From an optimization exercise on the open Yosys and OpenROAD flow, aimed at a short achievable clock period and few clock cycles per item; shortcuts taken in it are not production practice.
Function was checked by simulation only, so behaviour that the tests miss may differ from the original.

==> flow/design.v <==
module arbiter
#(parameter N = 31, parameter HOME_HI = 1'b0)
(
	input clk,
	input reset,
	input hreq, input [N:0] haddr, input hcmd, input [N:0] hwdata,
	input oreq, input [N:0] oaddr, input ocmd, input [N:0] owdata,
	output slv_req,
	output [N:0] slv_addr,
	output slv_cmd,
	output [N:0] slv_wdata,
	output grant_h,    
	output grant_o     
);
reg ovr;  
wire h_want = hreq & (haddr[N] == HOME_HI);
wire o_want = oreq & (oaddr[N] == HOME_HI);
wire sel_o  = ~h_want | ovr;
assign grant_h = h_want & ~ovr;
assign grant_o = o_want & sel_o;
assign slv_req   = grant_h | grant_o;
assign slv_addr  = sel_o ? oaddr  : haddr;
assign slv_cmd   = sel_o ? ocmd   : hcmd;
assign slv_wdata = sel_o ? owdata : hwdata;
always @(posedge clk, posedge reset)
	if (reset) ovr <= 1'b0;
	else       ovr <= o_want & ~sel_o;
endmodule
module cross_bar
#(parameter N=31) 
(
	input clk,
	input reset,
	input req0,
	input [N:0] addr0,
	input cmd0,
	input [N:0] wdata0,
	input req1,
	input [N:0] addr1,
	input cmd1,
	input [N:0] wdata1,
	input slv0_ack,
	input [N:0] slv0_rdata,
	input slv1_ack,
	input [N:0] slv1_rdata,
	output slv0_req,
	output [N:0] slv0_addr,
	output slv0_cmd,
	output [N:0] slv0_wdata,
	output slv1_req,
	output [N:0] slv1_addr,
	output slv1_cmd,
	output [N:0] slv1_wdata,
	output ack0,
	output [N:0] rdata0,
	output ack1,
	output [N:0] rdata1
);
wire g00, g10, g01, g11;
arbiter #(.N(N), .HOME_HI(1'b0)) a0 (
	.clk(clk), .reset(reset),
	.hreq(req0), .haddr(addr0), .hcmd(cmd0), .hwdata(wdata0),
	.oreq(req1), .oaddr(addr1), .ocmd(cmd1), .owdata(wdata1),
	.slv_req(slv0_req), .slv_addr(slv0_addr), .slv_cmd(slv0_cmd), .slv_wdata(slv0_wdata),
	.grant_h(g00), .grant_o(g10));
arbiter #(.N(N), .HOME_HI(1'b1)) a1 (
	.clk(clk), .reset(reset),
	.hreq(req1), .haddr(addr1), .hcmd(cmd1), .hwdata(wdata1),
	.oreq(req0), .oaddr(addr0), .ocmd(cmd0), .owdata(wdata0),
	.slv_req(slv1_req), .slv_addr(slv1_addr), .slv_cmd(slv1_cmd), .slv_wdata(slv1_wdata),
	.grant_h(g11), .grant_o(g01));
reg t00, t10, t01, t11;
reg rs0, rs1;
always @(posedge clk, posedge reset)
begin
if (reset) begin
	t00 <= 1'b0; t10 <= 1'b0; t01 <= 1'b0; t11 <= 1'b0;
	rs0 <= 1'b0; rs1 <= 1'b0;
end
else begin
	t00 <= g00; t10 <= g10; t01 <= g01; t11 <= g11;
	rs0 <= t01; rs1 <= t11;
end
end
assign ack0 = (slv0_ack & t00) | (slv1_ack & t01);
assign ack1 = (slv0_ack & t10) | (slv1_ack & t11);
assign rdata0 = rs0 ? slv1_rdata : slv0_rdata;
assign rdata1 = rs1 ? slv1_rdata : slv0_rdata;
endmodule
Settings: LEC_CHECK=0, CAP_MARGIN=20, CORE_AREA=5 5 85 85, DIE_AREA=0 0 90 90, SETUP_SLACK_MARGIN=2.5, SLEW_MARGIN=20; clock period 4.0 ns.
run.sh (not shown) runs the stock make flow with config.mk's settings and CLKGATE_MAP_FILE= SYNTH_SCRIPT=/design/flow/synth_recipe.tcl, a recipe that flattens the netlist after the stock synthesis.
The baseline stopped in 3_2_place_iop, error PPL-0024.
Testbench counts at the start, summed over its fixed seeds: cycles 24,007, items 24,000.
==> next run, changes <==
ABC_CLOCK_PERIOD_IN_PS = 500   (was not set)
CORE_AREA = 4 4 136 136   (was 5 5 85 85)
DIE_AREA = 0 0 140 140   (was 0 0 90 90)
Result: The new run completed without violations. Area after synthesis stays the same. Synthesized cell count does not change.

RTL: the design.v shown in full above, as it stands there.
clock: 4.0 ns
lec_check: 0
cap_margin: 20
core_area: 4 4 136 136
die_area: 0 0 140 140
setup_slack_margin: 2.5
slew_margin: 20
Testbench counts at the start, summed over its fixed seeds: cycles 24,007, items 24,000.
Change:
Settings changed: CORE_AREA 4 4 136 136 to 10 10 190 190, DIE_AREA 0 0 140 140 to 0 0 200 200, SETUP_SLACK_MARGIN 2.5 to not set.
=> The changed run passed the timing, design-rule and antenna checks; global-route usage decreases by 11 points; worst hold slack is worse by 0.042 ns; setup slack is worse by 0.75 ns; critical path depth decreases by 3; area after synthesis stays the same.

## re-timing with driven ports
The results above use ideal ports. As a check the final layouts listed here were re-extracted and re-timed, cells and wires unchanged. Step 1 assumes that a clkbuf_16 drives the clock port and a buf_2 every other input. Step 2, shift: input delay + t, output delay - t, t = (earliest + latest rising clock arrival at the registers) / 2. This alone moves slack from input paths to output paths. a / b / c = ideal / step 1 / step 2; a / b = the first two.
run	t (ns)	setup slack, ns	hold WS [ns]	worst slew at a driven data input, ns	pins driven straight from the clock port
the second run of note 1	0.262	1.075 / 1.030 / 1.030	0.413 / 0.413 / 0.413	0.09	1
the first run of note 2	0.262	1.075 / 1.030 / 1.030	0.413 / 0.413 / 0.413	0.09	1
the second run of note 2	0.257	0.324 / 0.286 / 0.286	0.372 / 0.372 / 0.372	0.08	1
After both steps setup and hold are still met in every run listed.
